What follows belongs to an exercise in optimizing a design on an open flow for small area, a short achievable clock period and few clock cycles per item; a production flow would make more cautious choices. At most, simulation tests tie the RTL to the original design; equivalence was not proved. For run 5, only the layout was checked, not whether the RTL still works. Power is estimated from default activity; no workload was simulated.

## flow/design.v (module list and top-level ports; edited modules follow where they fit)
// module aes_sbox_n: 141 lines
// module subbytes: 18 lines
// module shiftrows_addkey: 134 lines
// module mixcolumns_addkey: 593 lines
// module g_xor2: 1 lines
// module g_xnor2: 1 lines
// module g_nand2: 1 lines
// module g_nor2: 1 lines
// module g_nand2b: 1 lines
// module g_mux2i: 1 lines
// module mux128_n: 135 lines
// module aes_inmux: 272 lines
// module aes_datapath: 12 lines
// module key_expansion: 246 lines
// module key_sbox: 6 lines
// module aes_controller: 14 lines
// module aes_top: 45 lines
module aes_top (
    input          clk,
    input          rst_n,
    input          start,
    input  [127:0] plaintext,
    input  [127:0] cipher_key,
    output [127:0] ciphertext,
    output         done
);
  // ...
==> flow/flow/run.sh <==
#!/bin/bash
# The standard layout (standard.sh), with smaller port buffers: every input
# and output port still gets its own buffer, but a buf_1 instead of the
# default clkdlybuf4s50_1.
set -euo pipefail
bash standard.sh "BUFFER_PORTS_ARGS=-buffer_cell sky130_fd_sc_hd__buf_1" finish > layout.log 2>&1
==> flow/standard.sh <==
#!/bin/bash
# synth_recipe.tcl (not shown) runs the flow's synth.tcl, then flattens the netlist and writes it again
# the make line also repeats each setting of config.mk as NAME=value (left out here)
make -C /OpenROAD-flow-scripts/flow DESIGN_CONFIG=/design/flow/config.mk WORK_HOME=/design/flow/orfs CLKGATE_MAP_FILE= SYNTH_SCRIPT=/design/flow/synth_recipe.tcl "${@:-finish}"
==> flow/config.mk <==
export PLATFORM = sky130hd
export DESIGN_NAME = aes_top
export DESIGN_NICKNAME = aes_top
export VERILOG_FILES = /design/flow/design.v
export SDC_FILE = /design/flow/constraint.sdc
export NUM_CORES = 8
export LEC_CHECK = 0
export ABC_AREA = 0
export CAP_MARGIN = 20
export CORE_MARGIN = 2
export CORE_UTILIZATION = 40
export SETUP_SLACK_MARGIN = 0.5
export SLEW_MARGIN = 20
export SYNTH_HIERARCHICAL = 1
export SYNTH_MINIMUM_KEEP_SIZE = 0
==> flow/constraint.sdc <==
create_clock -name core_clock -period 7.0 [get_ports {clk}]
set_input_delay 1.4000 -clock core_clock [delete_from_list [all_inputs] [get_ports {clk}]]
set_output_delay 1.4000 -clock core_clock [all_outputs]
set_load 0.01 [all_outputs]
==> flow_summary.yaml, run 1 <==
run_status:
  status: "finished clean"
detailed_routing:
  dr_wl_met3_um: 9227
  drc: 0
  drt_iter0_markers: 2212
worst_setup_path:
  crit_required_ps: 7510
  cp-endpoint: "r_q[76]$_DFF_P_"
yosys:
  yosys.area.top_type: "xor2_1"
  netlist_instances: 4149
  synth_area_mm2: 0.03648
  ys_async_sr_fraction: 0.03759
  ys_seq_elements: 266
  synth_flop_cell: "dfxtp_1"
  synthMuxAreaShare: 0.07024
  yosys.cell_count.top_type: "xor2_1"
finish:
  final_common_cell: "xor2_1"
  nClkBuffers: 48
  multi_input_area_mm2: 0.03341
  regArea_mm2: 0.005384
  area_dominant_class: "multi-input gates"
  syn2layout_area_growth_pct: 22.57
  drive_above_1_share: 0.1239
power:
  internal-power_mw: 2.789
  clkPwrFrac: 0.539
  p_leak_nw: 18.43
  power_mw: 3.752
  power_leader: "clock"
sta:
  slew_viol_final: 0
  hold_violations: 0
  clock_skew_ps: 32.89
  max_freq_mhz: 159.9
  min_period_ps: 6254
  tightest_slew_ps: 997.8
  post-route-period-util: 0.8935
  setup_slack_ps: 745.6
grt:
  grt.busiest_layer: "met2"
  antenna_found_initial: 3
  grt_pass1_vias: 29379
die:
  nWellTaps: 1176
  die_area_mm2: 0.09364
  start_util: 0.4047
clock_network:
  cts_tree: "built"
  cts_setup_buffers: 0
  clk_path_buf_depth: 3
place:
  hpwl_um: 120500
  place_inst: 5923
Testbench counts, summed over its fixed seeds: cycles 5,632, blocks 512.
==> run 2: changes to the inputs <==
==> flow/flow/run.sh (replaced) <==
#!/bin/bash
# The standard layout (standard.sh) with two changes:
#  - every input and output port gets a buf_1 as its port buffer instead of
#    the default clkdlybuf4s50_1;
#  - no timing repair at floorplan (REMOVE_ABC_BUFFERS=1): its wire-load
#    estimates are pessimistic; timing is repaired after placement instead.
set -euo pipefail
bash standard.sh "BUFFER_PORTS_ARGS=-buffer_cell sky130_fd_sc_hd__buf_1" \
  REMOVE_ABC_BUFFERS=1 finish > layout.log 2>&1
--- a/flow/config.mk
+++ b/flow/config.mk
@@ -9,7 +9,7 @@
 export CAP_MARGIN = 20
 export CORE_MARGIN = 2
 export CORE_UTILIZATION = 40
-export SETUP_SLACK_MARGIN = 0.5
+export SETUP_SLACK_MARGIN = 1.0
 export SLEW_MARGIN = 20
 export SYNTH_HIERARCHICAL = 1
 export SYNTH_MINIMUM_KEEP_SIZE = 0
==> run 2 against run 1 <==
Clock-buffer cell count fell by 2. Fmax rose by 7.2%. Die area did not move. Routed wire length fell by 0.48%. Global-route usage fell by 0.83 points. Critical path depth rose by 5. Via count rose by 2.2%.
==> flow_summary.yaml, run 2 <==
yosys:
  yosys.cell_count.top_type: "xor2_1"
  yosysWarningCount: 7
  yosys-top-cells-count: "xor2_1, xnor2_1, nand2_1"
  synth_flop_cell: "dfxtp_1"
  syn_area_per_cell_um2: 8.793
  synth.distinct_cells: 18
  synth_area_mm2: 0.03648
  synthMuxAreaShare: 0.07024
  synth_area_leaders: "xor2_1, xnor2_1, dfxtp_1, mux2i_1, nand2_1"
  synth_top_area_frac: 0.5435
  yosys.area.top_type: "xor2_1"
  yosys.area_share.simple: 0.07799
  ys_seq_elements: 266
  synth_compound_area_frac: 0.0002058
  ys_async_sr_fraction: 0.03759
  synth_edf_count: 0
  yosys.area_share.xor_xnor: 0.7036
  synth_top_family_by_area: "XOR/XNOR gates"
  synth_fa_ha_area_frac: 0
  netlist_instances: 4149
  synth-seq-area-share: 0.1474
power:
  p_leak_nw: 18.79
  power_mw: 3.647
  powerDensity_mw_per_mm2: 79.35
  peakVddDrop_mv: 0.1215
grt:
  track_usage: 0.2787
  grt_pass1_vias: 29356
  grt_overflow: 0
  grt_pass1_wl_um: 191800
  grt_max_degree: 53
  antenna_found_initial: 1
worst_setup_path:
  critical_path_class: "reg -> reg"
  cp-endpoint: "k_q[70]$_DFF_P_"
  path_max_fanout: 12
  reg2reg_depth: 23
  r2r_slack_ps: 1170
  setup.worst_path.start_class: "flop"
  r2r_end: "k_q[70]$_DFF_P_"
  r2r-start: "idle$_DFF_PN1_"
  crit_required_ps: 7410
  cp-end-kind: "flop"
  worstPathArrival_ps: 6240
  startpoint: "idle$_DFF_PN1_"
die:
  io_pins: 388
  die_h_um: 306.0
  start_util: 0.4047
  die_area_mm2: 0.09364
  fp.dieW_um: 306.0
  num_rows: 110
  core_mm2: 0.09015
clock_network:
  clk_path_buf_depth: 3
  clock_latency_ps: 580
  postCtsHoldBufs: 0
  cts_tree: "built"
  htree_levels: 2
  clock-root-buffer: "clkbuf_16"
  cts.clk_slew.worst_paths_ps: 60
  cts_made_buffers: 36
  cts.sinks: 266
run_status:
  status: "finished clean"
run:
  maxCapViolCount: 0
hold_path:
  min_from: "rc[1]$_DFF_PN0_"
  hold_path_class: "reg -> reg"
place:
  place_inst: 5931
  hpwl_um: 116900
  gp_congestion: 1.002
  placed_cell_area_mm2: 0.04110
  io_buffers: 387
detailed_routing:
  drc: 0
  viasPerCell: 4.912
  vias: 29754
  dr.pass1.iters: 7
  ant_nets: 0
  drt_iter0_markers: 2226
  totalWireLength_um: 137900
  wl_per_cell_um: 22.76
sta:
  tightest_slew_ps: 1050
  post-route-period-util: 0.8332
  slew_viol_final: 0
  hold_violations: 0
  slew_headroom: 0.2948
  max_freq_mhz: 171.5
  min_period_ps: 5832
  clock_skew_ps: 33.93
  grt_setup_unrepaired: "true"
  setup_viol: 0
  whs_ps: 586.5
  tns_ps: 0
finish:
  top_regs: "k_q: 128 flops, r_q: 128 flops, rc: 8 flops"
  final_cell_mix: "xor2_1, nand2_1, xnor2_1"
  drive_above_1_share: 0.1502
  syn2layout_area_growth_pct: 25.97
  nets: 5112
  final_cells: 6058
  postLayoutCellArea_mm2: 0.04596
  final_common_cell: "xor2_1"
==> run 2: power breakdown <==
group,internal (mW),total (mW),switching (mW),leakage [nW]
clock,1.11,1.91,0.798,0.581
sequential,1.51,1.51,0,2.27
combinational,0.0706,0.220,0.149,15.9
total,2.70,3.65,0.947,18.8
==> run 2: per-layer routing <==
layer,wire [um],vias up,GRT usage
met3,9445,204,0.03111
met2,63270,1120,0.4557
met4,6036,0,0.1092
met1,59150,14367,0.3744
met5,0,-,0
li1,-,14063,-
==> run 2: final cells by class <==
cell class | instances | area (um2)
inverter | 1 | 3.754
tap | 1176 | 1471
multi-input combinational | 3880 | 34100
antenna | 1 | 2.502
timing repair buffer | 668 | 3764
clock buffer | 46 | 1020
sequential | 266 | 5413
clock inverter | 20 | 183.9
fill | 8563 | 44190
==> run 2: worst min path at each step <==
stage                                 end  slack (ps)  depth (start not counted)
after floorplan           rc[5]$_DFF_PN0_         550                          1
after global placement    rc[2]$_DFF_PN0_         570                          1
after CTS                 rc[2]$_DFF_PN0_         590                          1
final                     rc[2]$_DFF_PN0_         590                          1
after detailed placement  rc[2]$_DFF_PN0_         580                          1
after global routing      rc[5]$_DFF_PN0_         600                          1
==> run 2: critical path: stages, from the launching register on <==
cell and delay (ps):
dfstp_4 640, buf_16 210, clkbuf_16 250, mux2i_4 350, buf_4 170, xor2_1 310
xor2_1 300, nand2_1 150, xnor2_1 200, xnor2_1 170, xor2_1 280, nand2_1 220
xnor2_1 200, nand2_1 80, xnor2_1 250, buf_4 170, xor2_1 170, nand2_1 120
xor2_1 220, xnor2_1 290, xor2_1 320, xnor2_2 180, buf_4 200, xor2_1 160
==> run 2: timing repair <==
action | 4_1_cts | 5_1_grt
buffers inserted | 5 | 51
endpoints found under the setup margin | 159 | 251
pin swaps | 4 | 55
gates cloned | 0 | 4
gates resized for setup | 87 | 375
==> run 2: per-module statistics from Yosys (local to each module, per instance), excerpt <==
module | cell area (um2) | flip-flops and latches
aes_top | 5378 | 266
aes_controller | 145.1 | 0
g_mux2i | 10.01 | 0
g_xnor2 | 8.758 | 0
g_xor2 | 8.758 | 0
g_nand2b | 6.256 | 0
g_nand2 | 3.754 | 0
==> run 2: cell families after synthesis <==
| group | Yosys count |
|---|---|
| buffers and inverters | 3 |
| muxes | 256 |
| AOI/OAI and AO/OA | 1 |
| DFF | 266 |
| xor gates and xnor gates | 2931 |
| and+or+nand+nor | 692 |
==> run 2: through the flow <==
| stage | util | setup WS [ps] |
|---|---|---|
| finish | 0.5098 | 1168 |
| global route | 0.5098 | 889.6 |
| CTS | 0.4758 | 998.1 |
| detailed placement | 0.4560 | 207.5 |
| global placement | 0.4560 | 231.1 |
| floorplan | - | -3274 |
==> run 3: changes to the inputs <==
--- a/flow/config.mk
+++ b/flow/config.mk
@@ -9,7 +9,7 @@
 export CAP_MARGIN = 20
 export CORE_MARGIN = 2
 export CORE_UTILIZATION = 40
-export SETUP_SLACK_MARGIN = 1.0
+export SETUP_SLACK_MARGIN = 0.75
 export SLEW_MARGIN = 20
 export SYNTH_HIERARCHICAL = 1
 export SYNTH_MINIMUM_KEEP_SIZE = 0
==> run 3 against run 2 <==
Critical path depth unchanged. Setup slack got worse by 190 ps. Clock skew decreased by 1.3 ps. Fmax shrank 3.1%. Utilization fell by 2.3 points. Critical endpoint is now k_q[105]$_DFF_P_. Largest power group unchanged.
==> flow_summary.yaml, run 3 <==
worst_setup_path:
  reg2reg_depth: 23
  cp-end-kind: "flop"
  worstPathArrival_ps: 6440
  r2r-start: "idle$_DFF_PN1_"
  critical_path_class: "reg -> reg"
  startpoint: "idle$_DFF_PN1_"
  crit_required_ps: 7420
  setup.worst_path.start_class: "flop"
  r2r_end: "k_q[105]$_DFF_P_"
  r2r_slack_ps: 980
  path_max_fanout: 16
  cp-endpoint: "k_q[105]$_DFF_P_"
finish:
  final_cell_mix: "xor2_1, xnor2_1, nand2_1"
  syn2layout_area_growth_pct: 20.22
  utilization: 0.4865
  top_regs: "k_q: 128 flops, r_q: 128 flops, rc: 8 flops"
  final_common_cell: "xor2_1"
  nets: 5065
  drive_above_1_share: 0.1018
  postLayoutCellArea_mm2: 0.04386
  multi_input_area_mm2: 0.03244
  nFillCells: 8831
  regArea_mm2: 0.005404
die:
  fp.dieW_um: 306.0
  die_h_um: 306.0
  num_rows: 110
  die_area_mm2: 0.09364
  io_pins: 388
  start_util: 0.4047
  core_mm2: 0.09015
power:
  peakVddDrop_mv: 0.1265
  p_leak_nw: 18.06
  powerDensity_mw_per_mm2: 82.84
run:
  maxCapViolCount: 0
yosys:
  synth_area_leaders: "xor2_1, xnor2_1, dfxtp_1, mux2i_1, nand2_1"
  netlist_instances: 4149
  synth-seq-area-share: 0.1474
  synth_edf_count: 0
  yosys.cell_count.top_type: "xor2_1"
  synth_area_mm2: 0.03648
  synth.distinct_cells: 18
  synth_flop_cell: "dfxtp_1"
  yosys.area.top_type: "xor2_1"
  syn_area_per_cell_um2: 8.793
  yosysWarningCount: 7
  ys_async_sr_fraction: 0.03759
  synth_top_area_frac: 0.5435
  yosys-top-cells-count: "xor2_1, xnor2_1, nand2_1"
  ys_seq_elements: 266
place:
  hpwl_um: 116900
  gp_congestion: 1.002
  io_buffers: 387
  placed_cell_area_mm2: 0.04110
clock_network:
  clk_path_buf_depth: 3
  cts.clk_slew.worst_paths_ps: 60
  cts.sinks: 266
  htree_levels: 2
  postCtsHoldBufs: 0
  cts_tree: "built"
  clock_latency_ps: 570
  cts_made_buffers: 36
  clock-root-buffer: "clkbuf_16"
sta:
  hold_violations: 0
  post-route-period-util: 0.8602
  slew_viol_final: 0
  whs_ps: 590.9
  max_freq_mhz: 166.1
  tns_ps: 0
  setup_viol: 0
  tightest_slew_ps: 1017
  clock_skew_ps: 32.64
  slew_headroom: 0.3029
  grt_setup_unrepaired: "true"
  min_period_ps: 6021
detailed_routing:
  drc: 0
  drt_iter0_markers: 2296
  totalWireLength_um: 135600
  dr.pass1.iters: 6
  wl_per_cell_um: 22.57
  ant_nets: 0
  viasPerCell: 4.895
  vias: 29421
grt:
  grt_max_degree: 53
  track_usage: 0.2778
  grt_pass1_wl_um: 191400
  antenna_found_initial: 1
  grt_pass1_vias: 29281
  grt_overflow: 0
hold_path:
  min_from: "rc[5]$_DFF_PN0_"
  hold_path_class: "reg -> reg"
run_status:
  status: "finished clean"
[run 3: cell counts after synthesis]
Identical to the previous run, type by type.
[run 3: worst min path at each step]
stage | slack (ps) | depth (start not counted) | to
6_report | 590 | 1 | rc[6]$_DFF_PN0_
5_1_grt | 600 | 1 | rc[5]$_DFF_PN0_
4_1_cts | 590 | 1 | rc[2]$_DFF_PN0_
3_5_place_dp | 580 | 1 | rc[2]$_DFF_PN0_
3_3_place_gp | 570 | 1 | rc[2]$_DFF_PN0_
2_1_floorplan | 550 | 1 | rc[5]$_DFF_PN0_
[run 3: kinds of logic (layout without fill, tap and decap cells)]
group,Yosys count,count (layout),share of synthesized area
buffers and inverters,3,688,0.0005142
other,0,1,0
multiplexers,256,256,0.07024
AND/OR/NAND/NOR,692,692,0.07799
AO/OA/AOI/OAI,1,1,0.0002059
flip-flops,266,266,0.1474
XOR/XNOR,2931,2931,0.7036
[run 3: critical path: stages, from the launching register on]
cell     delay, ps
dfstp_4        630
buf_12         200
buf_6          280
mux2i_2        390
xor2_2         300
xor2_1         270
xor2_1         290
nand2_1        110
xor2_1         290
xor2_1         210
xor2_1         240
buf_4          170
xnor2_1        110
nand2_1         90
xnor2_1        260
buf_4          170
xor2_1         250
nand2_1        180
xor2_2         250
xnor2_2        220
xor2_1         260
xnor2_1        130
buf_4          190
xnor2_1        340
[run 3: through the flow]
stage / power (mW) / instances / setup slack (ps)
2_1_floorplan: 1.598 / 4147 / -3274
3_3_place_gp: 1.750 / 5931 / 231.1
3_5_place_dp: 1.748 / 5931 / 207.5
4_1_cts: 3.654 / 5997 / 711.4
5_1_grt: 3.723 / 6011 / 654.6
6_report: 3.633 / 6011 / 978.8
[run 3: routing by layer]
layer / vias to the layer above / track usage / share of wire
li1: 14071 / - / -
met5: - / 0 / 0
met3: 197 / 0.02827 / 0.065
met2: 1091 / 0.4545 / 0.46
met4: 0 / 0.1093 / 0.043
met1: 14062 / 0.3743 / 0.44
[run 3: power by group]
| part | internal, mW | leakage (nW) | switching (mW) | total [mW] |
|---|---|---|---|---|
| clock network | 1.11 | 0.581 | 0.796 | 1.91 |
| registers | 1.51 | 2.27 | 0 | 1.51 |
| logic | 0.0687 | 15.2 | 0.139 | 0.208 |
| total | 2.70 | 18.1 | 0.936 | 3.63 |
[run 3: per-module statistics from Yosys (local to each module, per instance), a selection]
module          times used  flip-flops and latches  cell area [um2]  cells
aes_top                  1                     266             5378    266
g_nand2                600                       0            3.754      1
g_xor2                2264                       0            8.758      1
g_xnor2                664                       0            8.758      1
g_nand2b                80                       0            6.256      1
aes_controller           1                       0            145.1     19
[run 3: area by class of cell]
type	instances	share of cell area
timing repair buffer	621	0.07591
sequential	266	0.1232
inverter	1	0.00008558
clock inverter	20	0.004194
tap	1176	0.03355
clock buffer	46	0.02325
multi-input combinational	3880	0.7397
antenna	1	0.00005706
[run 3: timing repair]
action	4_1_cts	5_1_grt
endpoints found under the setup margin	33	232
cloned	0	2
setup buffers	0	11
pin swaps	0	8
resized for setup	20	198
==> run 4: changes to the inputs <==
--- a/flow/config.mk
+++ b/flow/config.mk
@@ -9,7 +9,7 @@
 export CAP_MARGIN = 20
 export CORE_MARGIN = 2
 export CORE_UTILIZATION = 40
-export SETUP_SLACK_MARGIN = 0.75
+export SETUP_SLACK_MARGIN = 0.5
 export SLEW_MARGIN = 20
 export SYNTH_HIERARCHICAL = 1
 export SYNTH_MINIMUM_KEEP_SIZE = 0
==> run 4 against run 3 <==
Area after synthesis unchanged. Flip-flop and latch count is the same. First-iteration DRC count shrank 3.4%. Highest routed layer unchanged.
==> flow_summary.yaml, run 4 <==
sta:
  hold_violations: 0
  min_period_ps: 6200
  slew_headroom: 0.3106
  max_freq_mhz: 161.3
  grt_setup_unrepaired: "true"
  post-route-period-util: 0.8857
  slew_viol_final: 0
  tightest_slew_ps: 1005
  clock_skew_ps: 35.56
  setup_viol: 0
hold_path:
  min_from: "rc[1]$_DFF_PN0_"
  hold_path_class: "reg -> reg"
die:
  io_pins: 388
  start_util: 0.4047
  die_area_mm2: 0.09364
  die_h_um: 306.0
  fp.dieW_um: 306.0
  num_rows: 110
  core_mm2: 0.09015
yosys:
  synth_area_mm2: 0.03648
  yosys.cell_count.top_type: "xor2_1"
  netlist_instances: 4149
  synth_edf_count: 0
  ys_seq_elements: 266
  yosysWarningCount: 7
  yosys-top-cells-count: "xor2_1, xnor2_1, nand2_1"
  syn_area_per_cell_um2: 8.793
  synth-seq-area-share: 0.1474
  ys_async_sr_fraction: 0.03759
  yosys.area.top_type: "xor2_1"
  synth_area_leaders: "xor2_1, xnor2_1, dfxtp_1, mux2i_1, nand2_1"
  synth_flop_cell: "dfxtp_1"
  synth_top_area_frac: 0.5435
  synth.distinct_cells: 18
clock_network:
  cts.sinks: 266
  clk_path_buf_depth: 3
  cts.clk_slew.worst_paths_ps: 60
  clock_latency_ps: 580
  clock-root-buffer: "clkbuf_16"
  cts_tree: "built"
  cts_made_buffers: 36
  postCtsHoldBufs: 0
  htree_levels: 2
detailed_routing:
  drc: 0
  ant_nets: 0
  viasPerCell: 4.849
  vias: 29099
  wl_per_cell_um: 22.39
  dr.pass1.iters: 7
  totalWireLength_um: 134400
  drt_iter0_markers: 2219
worst_setup_path:
  crit_buf_inv: 6
  path_max_fanout: 39
  slowest_stage: "dfstp_4"
  setup.worst_path.start_class: "flop"
  path_cells: "buf_12 > buf_16 > buf_4 > mux2i_1 > buf_4 > xor2_1 > xor2_1 > xor2_1 > nand2_1 > xor2_1 > xor2_1 > xor2_1 > buf_4 > nand2_1 > nand2b_1 > xnor2_1 > xor2_1 > xor2_1 > nand2_1 > xor2_1 > xor2_1 > xor2_1 > buf_4 > xor2_1"
  worstPathArrival_ps: 6640
  crit_family: "XOR/XNOR gates"
  slowest_delay_ps: 630
  startpoint: "idle$_DFF_PN1_"
  worst_path_most_repeated_cell: "xor2_1"
  crit_required_ps: 7440
  critical_path_class: "reg -> reg"
  cp-end-kind: "flop"
  r2r-start: "idle$_DFF_PN1_"
finish:
  postLayoutCellArea_mm2: 0.04296
  final_cell_mix: "xor2_1, xnor2_1, nand2_1"
  regArea_mm2: 0.005386
  multi_input_area_mm2: 0.03168
  nets: 5055
  final_common_cell: "xor2_1"
  top_regs: "k_q: 128 flops, r_q: 128 flops, rc: 8 flops"
  syn2layout_area_growth_pct: 17.76
  nFillCells: 8949
  drive_above_1_share: 0.07919
place:
  gp_congestion: 1.002
  hpwl_um: 116900
  io_buffers: 387
  placed_cell_area_mm2: 0.04110
grt:
  grt_pass1_vias: 29256
  track_usage: 0.2777
  antenna_found_initial: 1
  grt_max_degree: 53
  grt_overflow: 0
  grt_pass1_wl_um: 191500
power:
  p_leak_nw: 17.73
  peakVddDrop_mv: 0.1246
  power_mw: 3.630
  powerDensity_mw_per_mm2: 84.48
run:
  maxCapViolCount: 0
run_status:
  status: "finished clean"
## run 4: layer usage
| layer | share of wire | track usage | vias up |
|---|---|---|---|
| met4 | 0.041 | 0.1094 | 0 |
| li1 | - | - | 14084 |
| met2 | 0.45 | 0.4544 | 997 |
| met5 | 0 | 0 | - |
| met3 | 0.060 | 0.02813 | 182 |
| met1 | 0.44 | 0.3741 | 13836 |
## run 4: Yosys stat by module (local to each module, per instance), a selection
module,times used,flops+latches,cell area (um2)
aes_controller,1,0,145.1
g_mux2i,256,0,10.01
g_nand2,600,0,3.754
g_nand2b,80,0,6.256
g_xnor2,664,0,8.758
g_xor2,2264,0,8.758
## run 4: worst paths after layout
path,end,slack [ps],cells after the start
max in group asynchronous,rc[1]$_DFF_PN0_,5790,1
hold / removal,rc[2]$_DFF_PN0_,590,1
setup reg to reg,k_q[95]$_DFF_P_,800,24
setup / recovery,k_q[95]$_DFF_P_,800,24
min in group asynchronous,rc[6]$_DFF_PN0_,830,1
hold reg to reg,rc[2]$_DFF_PN0_,590,1
## run 4: cell families (layout without fill, tap and decap cells)
logic type | after synthesis | after routing | synth area share
flops | 266 | 266 | 0.1474
mux | 256 | 256 | 0.07024
xor+xnor | 2931 | 2931 | 0.7036
other cells | 0 | 1 | 0
compound gates | 1 | 1 | 0.0002059
buf+inv | 3 | 678 | 0.0005142
simple gates | 692 | 692 | 0.07799
## run 4: per-stage QoR
stage / hold WS, ps / utilization / std cells / worst slack [ps] / TNS, ps
floorplan: 546.3 / - / 4147 / -3274 / -724290
CTS: 587.0 / 0.4693 / 5997 / 508.0 / 0
detailed placement: 580.8 / 0.4560 / 5931 / 207.5 / 0
finish: 588.2 / 0.4766 / 6001 / 800.0 / 0
global placement: 573.6 / 0.4560 / 5931 / 231.1 / 0
global route: 599.3 / 0.4766 / 6001 / 395.5 / 0
## run 4: cell type report
type                    count  area share
well taps                1176     0.03425
clock inverters            20    0.004281
clock buffers              46     0.02374
repair buffers            611     0.07485
inverters                   1  0.00008737
diodes                      1  0.00005825
multi-input cells        3880      0.7374
flip-flops and latches    266      0.1254
## run 4: report_power, final
group	switching [mW]	internal [mW]
clock	0.797	1.11
sequential	0	1.51
combinational	0.136	0.0681
total	0.933	2.70
## run 4: repair_timing
| action | in CTS | in global routing |
|---|---|---|
| resized for setup | 0 | 98 |
| setup buffers | 0 | 3 |
| endpoints found under the setup margin | 0 | 149 |
==> module aes_sbox_n, before the edit <==
module aes_sbox_n(
    input [7:0] a,
    output [7:0] y
);
  wire n1, n2, n3, n4, n5, n6, n7, n8, n9, n10, n11, n12, n13, n14, n15, n16;
  wire n17, n18, n19, n20, n21, n22, n23, n24, n25, n26, n27, n28, n29, n30, n31, n32;
  wire n33, n34, n35, n36, n37, n38, n39, n40, n41, n42, n43, n44, n45, n46, n47, n48;
  wire n49, n50, n51, n52, n53, n54, n55, n56, n57, n58, n59, n60, n61, n62, n63, n64;
  wire n65, n66, n67, n68, n69, n70, n71, n72, n73, n74, n75, n76, n77, n78, n79, n80;
  wire n81, n82, n83, n84, n85, n86, n87, n88, n89, n90, n91, n92, n93, n94, n95, n96;
  wire n97, n98, n99, n100, n101, n102, n103, n104, n105, n106, n107, n108, n109, n110, n111, n112;
  wire n113, n114, n115, n116, n117, n118, n119, n120;
  g_xor2 un1 (.a(a[7]), .b(a[4]), .y(n1));
  g_xor2 un2 (.a(a[7]), .b(a[2]), .y(n2));
  g_xor2 un3 (.a(a[7]), .b(a[1]), .y(n3));
  g_xor2 un4 (.a(a[4]), .b(a[2]), .y(n4));
  g_xor2 un5 (.a(a[3]), .b(a[1]), .y(n5));
  g_xor2 un6 (.a(n1), .b(n5), .y(n6));
  g_xor2 un7 (.a(a[6]), .b(a[5]), .y(n7));
  g_xnor2 un8 (.a(a[0]), .b(n6), .y(n8));
  g_xnor2 un9 (.a(a[0]), .b(n7), .y(n9));
  g_xor2 un10 (.a(n6), .b(n7), .y(n10));
  g_xor2 un11 (.a(a[6]), .b(a[2]), .y(n11));
  g_xor2 un12 (.a(a[5]), .b(a[2]), .y(n12));
  g_xor2 un13 (.a(n3), .b(n4), .y(n13));
  g_xor2 un14 (.a(n6), .b(n11), .y(n14));
  g_xor2 un15 (.a(n5), .b(n11), .y(n15));
  g_xor2 un16 (.a(n5), .b(n12), .y(n16));
  g_xor2 un17 (.a(n9), .b(n16), .y(n17));
  g_xor2 un18 (.a(a[4]), .b(a[0]), .y(n18));
  g_xor2 un19 (.a(n7), .b(n18), .y(n19));
  g_xor2 un20 (.a(n1), .b(n19), .y(n20));
  g_xor2 un21 (.a(a[1]), .b(a[0]), .y(n21));
  g_xor2 un22 (.a(n7), .b(n21), .y(n22));
  g_xor2 un23 (.a(n2), .b(n22), .y(n23));
  g_xor2 un24 (.a(n2), .b(n10), .y(n24));
  g_xor2 un25 (.a(n20), .b(n17), .y(n25));
  g_xor2 un26 (.a(n3), .b(n16), .y(n26));
  g_xor2 un27 (.a(n1), .b(n12), .y(n27));
  g_nand2 un28 (.a(n13), .b(n6), .y(n28));
  g_nand2 un29 (.a(n23), .b(n8), .y(n29));
  g_xnor2 un30 (.a(n14), .b(n28), .y(n30));
  g_nand2b un31 (.a(n19), .b(a[0]), .y(n31));
  g_xor2 un32 (.a(n31), .b(n28), .y(n32));
  g_nand2 un33 (.a(n3), .b(n16), .y(n33));
  g_nand2 un34 (.a(n22), .b(n9), .y(n34));
  g_xnor2 un35 (.a(n26), .b(n33), .y(n35));
  g_nand2 un36 (.a(n20), .b(n17), .y(n36));
  g_xor2 un37 (.a(n36), .b(n33), .y(n37));
  g_nand2 un38 (.a(n1), .b(n15), .y(n38));
  g_nand2 un39 (.a(n4), .b(n27), .y(n39));
  g_xor2 un40 (.a(n39), .b(n38), .y(n40));
  g_nand2 un41 (.a(n2), .b(n10), .y(n41));
  g_xor2 un42 (.a(n41), .b(n38), .y(n42));
  g_xnor2 un43 (.a(n30), .b(n29), .y(n43));
  g_xor2 un44 (.a(n32), .b(n24), .y(n44));
  g_xnor2 un45 (.a(n35), .b(n34), .y(n45));
  g_xor2 un46 (.a(n37), .b(n42), .y(n46));
  g_xor2 un47 (.a(n43), .b(n40), .y(n47));
  g_xor2 un48 (.a(n44), .b(n42), .y(n48));
  g_xor2 un49 (.a(n45), .b(n40), .y(n49));
  g_xor2 un50 (.a(n46), .b(n25), .y(n50));
  g_xor2 un51 (.a(n49), .b(n50), .y(n51));
  g_nand2 un52 (.a(n49), .b(n47), .y(n52));
  g_xnor2 un53 (.a(n48), .b(n52), .y(n53));
  g_xor2 un54 (.a(n47), .b(n48), .y(n54));
  g_xnor2 un55 (.a(n50), .b(n52), .y(n55));
  g_nand2 un56 (.a(n55), .b(n54), .y(n56));
  g_nand2 un57 (.a(n53), .b(n51), .y(n57));
  g_nand2 un58 (.a(n47), .b(n50), .y(n58));
  g_nand2b un59 (.a(n54), .b(n58), .y(n59));
  g_xnor2 un60 (.a(n54), .b(n52), .y(n60));
  g_nand2 un61 (.a(n48), .b(n49), .y(n61));
  g_nand2b un62 (.a(n51), .b(n61), .y(n62));
  g_xnor2 un63 (.a(n51), .b(n52), .y(n63));
  g_xnor2 un64 (.a(n48), .b(n56), .y(n64));
  g_xnor2 un65 (.a(n59), .b(n60), .y(n65));
  g_xnor2 un66 (.a(n50), .b(n57), .y(n66));
  g_xnor2 un67 (.a(n62), .b(n63), .y(n67));
  g_xor2 un68 (.a(n65), .b(n67), .y(n68));
  g_xor2 un69 (.a(n64), .b(n66), .y(n69));
  g_xor2 un70 (.a(n64), .b(n65), .y(n70));
  g_xor2 un71 (.a(n66), .b(n67), .y(n71));
  g_xor2 un72 (.a(n69), .b(n68), .y(n72));
  g_nand2 un73 (.a(n71), .b(n6), .y(n73));
  g_nand2 un74 (.a(n67), .b(n8), .y(n74));
  g_nand2b un75 (.a(n66), .b(a[0]), .y(n75));
  g_nand2 un76 (.a(n70), .b(n16), .y(n76));
  g_nand2 un77 (.a(n65), .b(n9), .y(n77));
  g_nand2 un78 (.a(n64), .b(n17), .y(n78));
  g_nand2 un79 (.a(n69), .b(n15), .y(n79));
  g_nand2 un80 (.a(n72), .b(n27), .y(n80));
  g_nand2 un81 (.a(n68), .b(n10), .y(n81));
  g_nand2 un82 (.a(n71), .b(n13), .y(n82));
  g_nand2 un83 (.a(n67), .b(n23), .y(n83));
  g_nand2 un84 (.a(n66), .b(n19), .y(n84));
  g_nand2 un85 (.a(n70), .b(n3), .y(n85));
  g_nand2 un86 (.a(n65), .b(n22), .y(n86));
  g_nand2 un87 (.a(n64), .b(n20), .y(n87));
  g_nand2 un88 (.a(n69), .b(n1), .y(n88));
  g_nand2 un89 (.a(n72), .b(n4), .y(n89));
  g_nand2 un90 (.a(n68), .b(n2), .y(n90));
  g_xor2 un91 (.a(n88), .b(n89), .y(n91));
  g_xor2 un92 (.a(n77), .b(n83), .y(n92));
  g_xor2 un93 (.a(n73), .b(n75), .y(n93));
  g_xor2 un94 (.a(n74), .b(n82), .y(n94));
  g_xor2 un95 (.a(n81), .b(n85), .y(n95));
  g_xor2 un96 (.a(n76), .b(n88), .y(n96));
  g_xnor2 un97 (.a(n89), .b(n96), .y(n97));
  g_xnor2 un98 (.a(n73), .b(n94), .y(n98));
  g_xor2 un99 (.a(n78), .b(n86), .y(n99));
  g_xor2 un100 (.a(n79), .b(n80), .y(n100));
  g_xnor2 un101 (.a(n80), .b(n95), .y(n101));
  g_xnor2 un102 (.a(n87), .b(n93), .y(n102));
  g_xor2 un103 (.a(n75), .b(n78), .y(n103));
  g_xnor2 un104 (.a(n77), .b(n91), .y(n104));
  g_xor2 un105 (.a(n79), .b(n88), .y(n105));
  g_xnor2 un106 (.a(n82), .b(n92), .y(n106));
  g_xnor2 un107 (.a(n83), .b(n91), .y(n107));
  g_xnor2 un108 (.a(n84), .b(n92), .y(n108));
  g_xnor2 un109 (.a(n85), .b(n99), .y(n109));
  g_xnor2 un110 (.a(n90), .b(n95), .y(n110));
  g_xor2 un111 (.a(n91), .b(n92), .y(n111));
  g_xor2 un112 (.a(n92), .b(n98), .y(n112));
  g_xor2 un113 (.a(n94), .b(n103), .y(n113));
  g_xor2 un114 (.a(n109), .b(n93), .y(n114));
  g_xor2 un115 (.a(n106), .b(n100), .y(n115));
  g_xor2 un116 (.a(n97), .b(n101), .y(n116));
  g_xor2 un117 (.a(n98), .b(n100), .y(n117));
  g_xor2 un118 (.a(n99), .b(n101), .y(n118));
  g_xor2 un119 (.a(n102), .b(n105), .y(n119));
  g_xor2 un120 (.a(n102), .b(n108), .y(n120));
  g_xor2 un121 (.a(n97), .b(n115), .y(y[7]));
  g_xnor2 un122 (.a(n107), .b(n117), .y(y[6]));
  g_xnor2 un123 (.a(n110), .b(n119), .y(y[5]));
  g_xor2 un124 (.a(n97), .b(n112), .y(y[4]));
  g_xor2 un125 (.a(n111), .b(n113), .y(y[3]));
  g_xor2 un126 (.a(n116), .b(n120), .y(y[2]));
  g_xnor2 un127 (.a(n104), .b(n118), .y(y[1]));
  g_xnor2 un128 (.a(n97), .b(n114), .y(y[0]));
endmodule
==> run 5: changes to the inputs <==
--- a/flow/design.v
+++ b/flow/design.v
@@ -9,7 +9,8 @@
   wire n65, n66, n67, n68, n69, n70, n71, n72, n73, n74, n75, n76, n77, n78, n79, n80;
   wire n81, n82, n83, n84, n85, n86, n87, n88, n89, n90, n91, n92, n93, n94, n95, n96;
   wire n97, n98, n99, n100, n101, n102, n103, n104, n105, n106, n107, n108, n109, n110, n111, n112;
-  wire n113, n114, n115, n116, n117, n118, n119, n120;
+  wire n113, n114, n115, n116, n117, n118, n119, n120, n121, n122, n123, n124, n125, n126, n127, n128;
+  wire n129, n130, n131, n132, n133, n134, n135, n136, n137, n138, n139;
   g_xor2 un1 (.a(a[7]), .b(a[4]), .y(n1));
   g_xor2 un2 (.a(a[7]), .b(a[2]), .y(n2));
   g_xor2 un3 (.a(a[7]), .b(a[1]), .y(n3));
@@ -60,84 +61,103 @@
   g_xor2 un48 (.a(n44), .b(n42), .y(n48));
   g_xor2 un49 (.a(n45), .b(n40), .y(n49));
   g_xor2 un50 (.a(n46), .b(n25), .y(n50));
-  g_xor2 un51 (.a(n49), .b(n50), .y(n51));
-  g_nand2 un52 (.a(n49), .b(n47), .y(n52));
-  g_xnor2 un53 (.a(n48), .b(n52), .y(n53));
-  g_xor2 un54 (.a(n47), .b(n48), .y(n54));
-  g_xnor2 un55 (.a(n50), .b(n52), .y(n55));
-  g_nand2 un56 (.a(n55), .b(n54), .y(n56));
-  g_nand2 un57 (.a(n53), .b(n51), .y(n57));
-  g_nand2 un58 (.a(n47), .b(n50), .y(n58));
-  g_nand2b un59 (.a(n54), .b(n58), .y(n59));
-  g_xnor2 un60 (.a(n54), .b(n52), .y(n60));
-  g_nand2 un61 (.a(n48), .b(n49), .y(n61));
-  g_nand2b un62 (.a(n51), .b(n61), .y(n62));
-  g_xnor2 un63 (.a(n51), .b(n52), .y(n63));
-  g_xnor2 un64 (.a(n48), .b(n56), .y(n64));
-  g_xnor2 un65 (.a(n59), .b(n60), .y(n65));
-  g_xnor2 un66 (.a(n50), .b(n57), .y(n66));
-  g_xnor2 un67 (.a(n62), .b(n63), .y(n67));
-  g_xor2 un68 (.a(n65), .b(n67), .y(n68));
-  g_xor2 un69 (.a(n64), .b(n66), .y(n69));
-  g_xor2 un70 (.a(n64), .b(n65), .y(n70));
-  g_xor2 un71 (.a(n66), .b(n67), .y(n71));
-  g_xor2 un72 (.a(n69), .b(n68), .y(n72));
-  g_nand2 un73 (.a(n71), .b(n6), .y(n73));
-  g_nand2 un74 (.a(n67), .b(n8), .y(n74));
-  g_nand2b un75 (.a(n66), .b(a[0]), .y(n75));
-  g_nand2 un76 (.a(n70), .b(n16), .y(n76));
-  g_nand2 un77 (.a(n65), .b(n9), .y(n77));
-  g_nand2 un78 (.a(n64), .b(n17), .y(n78));
-  g_nand2 un79 (.a(n69), .b(n15), .y(n79));
-  g_nand2 un80 (.a(n72), .b(n27), .y(n80));
-  g_nand2 un81 (.a(n68), .b(n10), .y(n81));
-  g_nand2 un82 (.a(n71), .b(n13), .y(n82));
-  g_nand2 un83 (.a(n67), .b(n23), .y(n83));
-  g_nand2 un84 (.a(n66), .b(n19), .y(n84));
-  g_nand2 un85 (.a(n70), .b(n3), .y(n85));
-  g_nand2 un86 (.a(n65), .b(n22), .y(n86));
-  g_nand2 un87 (.a(n64), .b(n20), .y(n87));
-  g_nand2 un88 (.a(n69), .b(n1), .y(n88));
-  g_nand2 un89 (.a(n72), .b(n4), .y(n89));
-  g_nand2 un90 (.a(n68), .b(n2), .y(n90));
-  g_xor2 un91 (.a(n88), .b(n89), .y(n91));
-  g_xor2 un92 (.a(n77), .b(n83), .y(n92));
-  g_xor2 un93 (.a(n73), .b(n75), .y(n93));
-  g_xor2 un94 (.a(n74), .b(n82), .y(n94));
-  g_xor2 un95 (.a(n81), .b(n85), .y(n95));
-  g_xor2 un96 (.a(n76), .b(n88), .y(n96));
-  g_xnor2 un97 (.a(n89), .b(n96), .y(n97));
-  g_xnor2 un98 (.a(n73), .b(n94), .y(n98));
-  g_xor2 un99 (.a(n78), .b(n86), .y(n99));
-  g_xor2 un100 (.a(n79), .b(n80), .y(n100));
-  g_xnor2 un101 (.a(n80), .b(n95), .y(n101));
-  g_xnor2 un102 (.a(n87), .b(n93), .y(n102));
-  g_xor2 un103 (.a(n75), .b(n78), .y(n103));
-  g_xnor2 un104 (.a(n77), .b(n91), .y(n104));
-  g_xor2 un105 (.a(n79), .b(n88), .y(n105));
-  g_xnor2 un106 (.a(n82), .b(n92), .y(n106));
-  g_xnor2 un107 (.a(n83), .b(n91), .y(n107));
-  g_xnor2 un108 (.a(n84), .b(n92), .y(n108));
-  g_xnor2 un109 (.a(n85), .b(n99), .y(n109));
-  g_xnor2 un110 (.a(n90), .b(n95), .y(n110));
-  g_xor2 un111 (.a(n91), .b(n92), .y(n111));
-  g_xor2 un112 (.a(n92), .b(n98), .y(n112));
-  g_xor2 un113 (.a(n94), .b(n103), .y(n113));
-  g_xor2 un114 (.a(n109), .b(n93), .y(n114));
-  g_xor2 un115 (.a(n106), .b(n100), .y(n115));
-  g_xor2 un116 (.a(n97), .b(n101), .y(n116));
-  g_xor2 un117 (.a(n98), .b(n100), .y(n117));
-  g_xor2 un118 (.a(n99), .b(n101), .y(n118));
-  g_xor2 un119 (.a(n102), .b(n105), .y(n119));
-  g_xor2 un120 (.a(n102), .b(n108), .y(n120));
-  g_xor2 un121 (.a(n97), .b(n115), .y(y[7]));
-  g_xnor2 un122 (.a(n107), .b(n117), .y(y[6]));
-  g_xnor2 un123 (.a(n110), .b(n119), .y(y[5]));
-  g_xor2 un124 (.a(n97), .b(n112), .y(y[4]));
-  g_xor2 un125 (.a(n111), .b(n113), .y(y[3]));
-  g_xor2 un126 (.a(n116), .b(n120), .y(y[2]));
-  g_xnor2 un127 (.a(n104), .b(n118), .y(y[1]));
-  g_xnor2 un128 (.a(n97), .b(n114), .y(y[0]));
+  g_inv un51 (.a(n47), .y(n51));
+  g_inv un52 (.a(n48), .y(n52));
+  g_inv un53 (.a(n49), .y(n53));
+  g_inv un54 (.a(n50), .y(n54));
+  g_nand3 un55 (.a(n52), .b(n53), .c(n54), .y(n55));
+  g_nand3 un56 (.a(n52), .b(n49), .c(n50), .y(n56));
+  g_nand2 un57 (.a(n51), .b(n50), .y(n57));
+  g_nand2 un58 (.a(n51), .b(n52), .y(n58));
+  g_nand4 un59 (.a(n55), .b(n56), .c(n57), .d(n58), .y(n59));
+  g_nand3 un60 (.a(n52), .b(n49), .c(n54), .y(n60));
+  g_nand3 un61 (.a(n47), .b(n53), .c(n50), .y(n61));
+  g_nand3 un62 (.a(n47), .b(n48), .c(n53), .y(n62));
+  g_nand4 un63 (.a(n60), .b(n61), .c(n58), .d(n62), .y(n63));
+  g_nand2 un64 (.a(n53), .b(n54), .y(n64));
+  g_nand2 un65 (.a(n48), .b(n53), .y(n65));
+  g_nand3 un66 (.a(n51), .b(n52), .c(n54), .y(n66));
+  g_nand3 un67 (.a(n47), .b(n48), .c(n54), .y(n67));
+  g_nand4 un68 (.a(n64), .b(n65), .c(n66), .d(n67), .y(n68));
+  g_nand3 un69 (.a(n51), .b(n49), .c(n50), .y(n69));
+  g_nand3 un70 (.a(n47), .b(n52), .c(n54), .y(n70));
+  g_nand3 un71 (.a(n51), .b(n48), .c(n49), .y(n71));
+  g_nand4 un72 (.a(n64), .b(n69), .c(n70), .d(n71), .y(n72));
+  g_nand3 un73 (.a(n52), .b(n53), .c(n50), .y(n73));
+  g_nand3 un74 (.a(n51), .b(n49), .c(n54), .y(n74));
+  g_nand3 un75 (.a(n51), .b(n48), .c(n54), .y(n75));
+  g_nand3 un76 (.a(n47), .b(n52), .c(n53), .y(n76));
+  g_nand3 un77 (.a(n73), .b(n74), .c(n61), .y(n77));
+  g_nand3 un78 (.a(n75), .b(n71), .c(n76), .y(n78));
+  g_nor2 un79 (.a(n77), .b(n78), .y(n79));
+  g_nand3 un80 (.a(n48), .b(n53), .c(n54), .y(n80));
+  g_nand3 un81 (.a(n51), .b(n52), .c(n50), .y(n81));
+  g_nand3 un82 (.a(n56), .b(n80), .c(n69), .y(n82));
+  g_nand3 un83 (.a(n81), .b(n67), .c(n62), .y(n83));
+  g_nor2 un84 (.a(n82), .b(n83), .y(n84));
+  g_nand2 un85 (.a(n51), .b(n54), .y(n85));
+  g_nand3 un86 (.a(n47), .b(n48), .c(n49), .y(n86));
+  g_nand3 un87 (.a(n85), .b(n58), .c(n86), .y(n87));
+  g_nand2 un88 (.a(n52), .b(n53), .y(n88));
+  g_nand3 un89 (.a(n47), .b(n49), .c(n50), .y(n89));
+  g_nand3 un90 (.a(n64), .b(n88), .c(n89), .y(n90));
+  g_nand4 un91 (.a(n56), .b(n74), .c(n67), .d(n76), .y(n91));
+  g_nand2b un92 (.a(n6), .b(n90), .y(n92));
+  g_nand2b un93 (.a(n8), .b(n72), .y(n93));
+  g_nor2 un94 (.a(n68), .b(a[0]), .y(n94));
+  g_nand2b un95 (.a(n16), .b(n87), .y(n95));
+  g_nand2b un96 (.a(n9), .b(n63), .y(n96));
+  g_nand2b un97 (.a(n17), .b(n59), .y(n97));
+  g_nand2b un98 (.a(n15), .b(n84), .y(n98));
+  g_nand2 un99 (.a(n91), .b(n27), .y(n99));
+  g_nand2b un100 (.a(n10), .b(n79), .y(n100));
+  g_nand2b un101 (.a(n13), .b(n90), .y(n101));
+  g_nand2b un102 (.a(n23), .b(n72), .y(n102));
+  g_nand2b un103 (.a(n19), .b(n68), .y(n103));
+  g_nand2b un104 (.a(n3), .b(n87), .y(n104));
+  g_nand2b un105 (.a(n22), .b(n63), .y(n105));
+  g_nand2b un106 (.a(n20), .b(n59), .y(n106));
+  g_nand2b un107 (.a(n1), .b(n84), .y(n107));
+  g_nand2 un108 (.a(n91), .b(n4), .y(n108));
+  g_nand2b un109 (.a(n2), .b(n79), .y(n109));
+  g_xor2 un110 (.a(n107), .b(n108), .y(n110));
+  g_xor2 un111 (.a(n96), .b(n102), .y(n111));
+  g_xnor2 un112 (.a(n92), .b(n94), .y(n112));
+  g_xor2 un113 (.a(n93), .b(n101), .y(n113));
+  g_xor2 un114 (.a(n100), .b(n104), .y(n114));
+  g_xor2 un115 (.a(n95), .b(n107), .y(n115));
+  g_xnor2 un116 (.a(n108), .b(n115), .y(n116));
+  g_xnor2 un117 (.a(n92), .b(n113), .y(n117));
+  g_xor2 un118 (.a(n97), .b(n105), .y(n118));
+  g_xor2 un119 (.a(n98), .b(n99), .y(n119));
+  g_xnor2 un120 (.a(n99), .b(n114), .y(n120));
+  g_xnor2 un121 (.a(n106), .b(n112), .y(n121));
+  g_xnor2 un122 (.a(n94), .b(n97), .y(n122));
+  g_xnor2 un123 (.a(n96), .b(n110), .y(n123));
+  g_xor2 un124 (.a(n98), .b(n107), .y(n124));
+  g_xnor2 un125 (.a(n101), .b(n111), .y(n125));
+  g_xnor2 un126 (.a(n102), .b(n110), .y(n126));
+  g_xnor2 un127 (.a(n103), .b(n111), .y(n127));
+  g_xnor2 un128 (.a(n104), .b(n118), .y(n128));
+  g_xnor2 un129 (.a(n109), .b(n114), .y(n129));
+  g_xor2 un130 (.a(n110), .b(n111), .y(n130));
+  g_xor2 un131 (.a(n111), .b(n117), .y(n131));
+  g_xor2 un132 (.a(n113), .b(n122), .y(n132));
+  g_xor2 un133 (.a(n128), .b(n112), .y(n133));
+  g_xor2 un134 (.a(n125), .b(n119), .y(n134));
+  g_xor2 un135 (.a(n116), .b(n120), .y(n135));
+  g_xor2 un136 (.a(n117), .b(n119), .y(n136));
+  g_xor2 un137 (.a(n118), .b(n120), .y(n137));
+  g_xor2 un138 (.a(n121), .b(n124), .y(n138));
+  g_xor2 un139 (.a(n121), .b(n127), .y(n139));
+  g_xor2 un140 (.a(n116), .b(n134), .y(y[7]));
+  g_xnor2 un141 (.a(n126), .b(n136), .y(y[6]));
+  g_xnor2 un142 (.a(n129), .b(n138), .y(y[5]));
+  g_xor2 un143 (.a(n116), .b(n131), .y(y[4]));
+  g_xor2 un144 (.a(n130), .b(n132), .y(y[3]));
+  g_xor2 un145 (.a(n135), .b(n139), .y(y[2]));
+  g_xnor2 un146 (.a(n123), .b(n137), .y(y[1]));
+  g_xnor2 un147 (.a(n116), .b(n133), .y(y[0]));
 endmodule
 module subbytes(input [127:0] x_n, output [127:0] y);
   aes_sbox_n s0 (.a(x_n[127:120]), .y(y[127:120]));
@@ -890,6 +910,9 @@
 module g_nor2  (input a, input b, output y); assign y = ~(a | b);  endmodule
 module g_nand2b(input a, input b, output y); assign y = ~(a & ~b); endmodule
 module g_mux2i (input a, input b, input s, output y); assign y = ~(s ? b : a); endmodule
+module g_inv   (input a, output y);                   assign y = ~a;           endmodule
+module g_nand3 (input a, input b, input c, output y); assign y = ~(a & b & c); endmodule
+module g_nand4 (input a, input b, input c, input d, output y); assign y = ~(a & b & c & d); endmodule
 module mux128_n(
     input s,
     input [127:0] a,
--- a/flow/config.mk
+++ b/flow/config.mk
@@ -9,7 +9,7 @@
 export CAP_MARGIN = 20
 export CORE_MARGIN = 2
 export CORE_UTILIZATION = 40
-export SETUP_SLACK_MARGIN = 0.5
+export SETUP_SLACK_MARGIN = 0.75
 export SLEW_MARGIN = 20
 export SYNTH_HIERARCHICAL = 1
 export SYNTH_MINIMUM_KEEP_SIZE = 0
==> run 5 against run 4 <==
Combinational power barely moved. Synthesized cell count rose by 9.2%. First-iteration DRC count rose by 41%. Highest routed layer is now met5. Still clean on timing, DRC and antenna. Hold slack got worse by 18 ps. Largest cell class unchanged. Setup slack improved by 220 ps. Cell area rose by 1.7%. Total power rose by 2.9%. Clock skew rose by 3.0 ps. Clock-buffer cell count fell by 6. Global-route usage rose by 0.27 points.
==> flow_summary.yaml, run 5 <==
run_status:
  status: "finished clean"
clock_network:
  clock_latency_ps: 580
  cts.sinks: 266
  postCtsHoldBufs: 0
  clk_path_buf_depth: 3
  cts_tree: "built"
  clock-root-buffer: "clkbuf_16"
  cts_made_buffers: 35
  cts.clk_slew.worst_paths_ps: 60
  htree_levels: 2
worst_setup_path:
  r2r_slack_ps: 1020
  slowest_stage: "dfstp_4"
  r2r-start: "idle$_DFF_PN1_"
  crit_required_ps: 7490
  worst-path-stages: 20
  crit_family: "XOR/XNOR gates"
  setup.worst_path.start_class: "flop"
  path_max_fanout: 32
  slowest_delay_ps: 900
  startpoint: "idle$_DFF_PN1_"
  cp-end-kind: "flop"
  crit_buf_inv: 4
  worst_path_most_repeated_cell: "xor2_1"
  path_cells: "buf_12 > buf_4 > mux2i_1 > xor2_1 > xor2_1 > xor2_1 > nand2_1 > xor2_1 > xor2_1 > xor2_1 > buf_4 > inv_1 > nand3_1 > nand3_1 > nor2_1 > nand2b_1 > xor2_1 > xnor2_1 > xor2_1 > xor2_1"
  critical_path_class: "reg -> reg"
  r2r_end: "r_q[66]$_DFF_P_"
  reg2reg_depth: 20
  worstPathArrival_ps: 6470
sta:
  min_period_ps: 5983
  post-route-period-util: 0.8547
  hold_violations: 0
  slew_viol_final: 0
  clock_skew_ps: 38.56
  setup_viol: 0
  slew_headroom: 0.3404
  max_freq_mhz: 167.1
  grt_setup_unrepaired: "false"
  tightest_slew_ps: 961.8
  setup_slack_ps: 1017
  tns_ps: 0
grt:
  grt_pass1_wl_um: 205200
  use_met3: 0.04293
  use_met2: 0.4507
  track_usage: 0.2804
  grt_max_degree: 50
  grt_pass1_vias: 32223
  grt_use_met1: 0.3692
  antenna_found_initial: 5
  grt.busiest_layer: "met2"
  grt_overflow: 0
finish:
  final_cell_mix: "xor2_1, xnor2_1, nand3_1"
  final_cells: 6395
  nets: 5371
  postLayoutCellArea_mm2: 0.04369
  top_regs: "k_q: 128 flops, r_q: 128 flops, rc: 8 flops"
  drive_above_1_share: 0.05157
  syn2layout_area_growth_pct: 15.39
  final_common_cell: "xor2_1"
die:
  core_mm2: 0.09361
  start_util: 0.4044
  die_h_um: 311.6
  io_pins: 388
  fp.dieW_um: 311.6
  num_rows: 112
  die_area_mm2: 0.09712
place:
  io_buffers: 387
  dpl_worst_slack_ps: 509.8
  gp_congestion: 1.029
  placed_cell_area_mm2: 0.04212
  place_inst: 6328
  hpwl_um: 122400
yosys:
  ys_seq_elements: 266
  ys_async_sr_fraction: 0.03759
  synth_top_area_frac: 0.4821
  netlist_instances: 4529
  yosys-top-cells-count: "xor2_1, xnor2_1, nand3_1"
  synth_flop_cell: "dfxtp_1"
  synth_edf_count: 0
  yosys.cell_count.top_type: "xor2_1"
  synth_area_leaders: "xor2_1, dfxtp_1, xnor2_1, mux2i_1, nand3_1"
  synth-seq-area-share: 0.1420
  yosys.area.top_type: "xor2_1"
  syn_area_per_cell_um2: 8.359
  synth_area_mm2: 0.03786
  yosysWarningCount: 7
  synth.distinct_cells: 21
detailed_routing:
  wl_per_cell_um: 22.26
  drt_iter0_markers: 3132
  drc: 0
  totalWireLength_um: 142300
  ant_nets: 0
  viasPerCell: 5.178
  vias: 33111
  dr.pass1.iters: 9
run:
  maxCapViolCount: 0
hold_path:
  min_from: "rc[4]$_DFF_PN0_"
  holdPathEnd: "rc[5]$_DFF_PN0_"
  hold_path_class: "reg -> reg"
  whs_path_depth: 1
power:
  powerDensity_mw_per_mm2: 85.51
  p_leak_nw: 17.99
  peakVddDrop_mv: 0.1452
-- run 5: power breakdown --
| group | total [mW] | switching [mW] | internal (mW) |
|---|---|---|---|
| Clock | 2.01 | 0.819 | 1.20 |
| Sequential | 1.51 | 0 | 1.51 |
| Combinational | 0.207 | 0.140 | 0.0668 |
-- run 5: routing by layer --
metal	part of all wire	wire (um)	vias to the layer above
met5	0.00021	30	-
met4	0.052	7338	4
met3	0.073	10380	261
met2	0.45	63530	1439
met1	0.43	61070	15642
li1	-	-	15765
-- run 5: cell families after synthesis --
family / synth area share
AOI/OAI and AO/OA: 0.0001984
xor gates and xnor gates: 0.6087
buffers and inverters: 0.008427
DFF: 0.1420
muxes: 0.06768
and+or+nand+nor: 0.1730
-- run 5: how the worst max path moves through the flow --
| stage | to |
|---|---|
| after floorplan | k_q[106]$_DFF_P_ |
| after global placement | r_q[2]$_DFF_P_ |
| after detailed placement | r_q[10]$_DFF_P_ |
| after CTS | r_q[2]$_DFF_P_ |
| after global routing | r_q[2]$_DFF_P_ |
| final | r_q[66]$_DFF_P_ |
-- run 5: Yosys stat by module, one instance, submodules excluded, excerpt --
module	flops+latches	times used	area, um2	cells
g_nand2	0	320	3.754	1
g_inv	0	80	3.754	1
aes_top	266	1	5378	266
g_xnor2	0	544	8.758	1
g_nor2	0	60	3.754	1
g_nand3	0	480	5.005	1
-- run 5: worst reg2reg max path: stages, from the launching register on --
cell,delay (ps)
dfstp_4,900
buf_12,310
buf_4,280
mux2i_1,630
xor2_1,310
xor2_1,440
xor2_1,320
nand2_1,110
xor2_1,160
xor2_1,150
xor2_1,150
buf_4,170
inv_1,230
nand3_1,200
nand3_1,120
nor2_1,70
nand2b_1,210
xor2_1,210
xnor2_1,480
xor2_1,220
xor2_1,210
-- run 5: final cells by class --
type / count / area, um2
Antenna cell: 2 / 5.005
Timing Repair Buffer: 548 / 2724
Clock buffer: 40 / 955.9
Multi-Input combinational cell: 4180 / 32410
Tap cell: 1254 / 1569
Clock inverter: 24 / 331.6
Fill cell: 9441 / 49920
Inverter: 81 / 304.0
Sequential cell: 266 / 5384
-- run 5: through the flow --
step / hold slack [ps] / total power, mW / utilization
2_1_floorplan: 546.3 / 1.598 / -
3_3_place_gp: 561.9 / 1.749 / 0.4500
4_1_cts: 573.4 / 3.746 / 0.4638
5_1_grt: 590.4 / 3.815 / 0.4667
6_report: 570.6 / 3.736 / 0.4667
3_5_place_dp: 565.6 / 1.748 / 0.4500
-- run 5: timing repair --
action | in CTS | in global routing
setup buffers | 0 | 1
gates resized for setup | 2 | 35
setup endpoints to repair | 3 | 97

==> separate check: timing with driven ports <==
How much do the figures lean on ideal ports? The routed layouts below were timed once more, with nothing changed but the port constraints.
Step 1 (the two cells are an assumption about what drives the block):
set clk [get_ports {clk}]
set_driving_cell -lib_cell sky130_fd_sc_hd__clkbuf_16 $clk
set_driving_cell -lib_cell sky130_fd_sc_hd__buf_2 [delete_from_list [all_inputs] $clk]
Step 2, shift: input delay + t, output delay - t, t = (earliest + latest rising clock arrival at the registers) / 2. This alone moves slack from input paths to output paths.
Slacks: ideal / step 1 / step 2; pairs: ideal / step 1.
| run | t, ns | setup slack, ns | worst hold slack (ns) |
|---|---|---|---|
| run 1 | 0.627 | 0.746 / 0.746 / 0.288 | 0.579 / 0.579 / 0.579 |
| run 2 | 0.631 | 1.168 / 1.168 / 0.628 | 0.587 / 0.587 / 0.587 |
| run 3 | 0.628 | 0.979 / 0.979 / 0.471 | 0.591 / 0.591 / 0.591 |
| run 4 | 0.630 | 0.800 / 0.800 / 0.306 | 0.588 / 0.588 / 0.588 |
| run 5 | 0.629 | 1.017 / 1.017 / 0.661 | 0.571 / 0.571 / 0.571 |
After both steps every run listed still meets setup and hold. The setup slack of run 2, which loses most, moves by 0.000 ns with the drivers and by -0.540 ns with both steps.
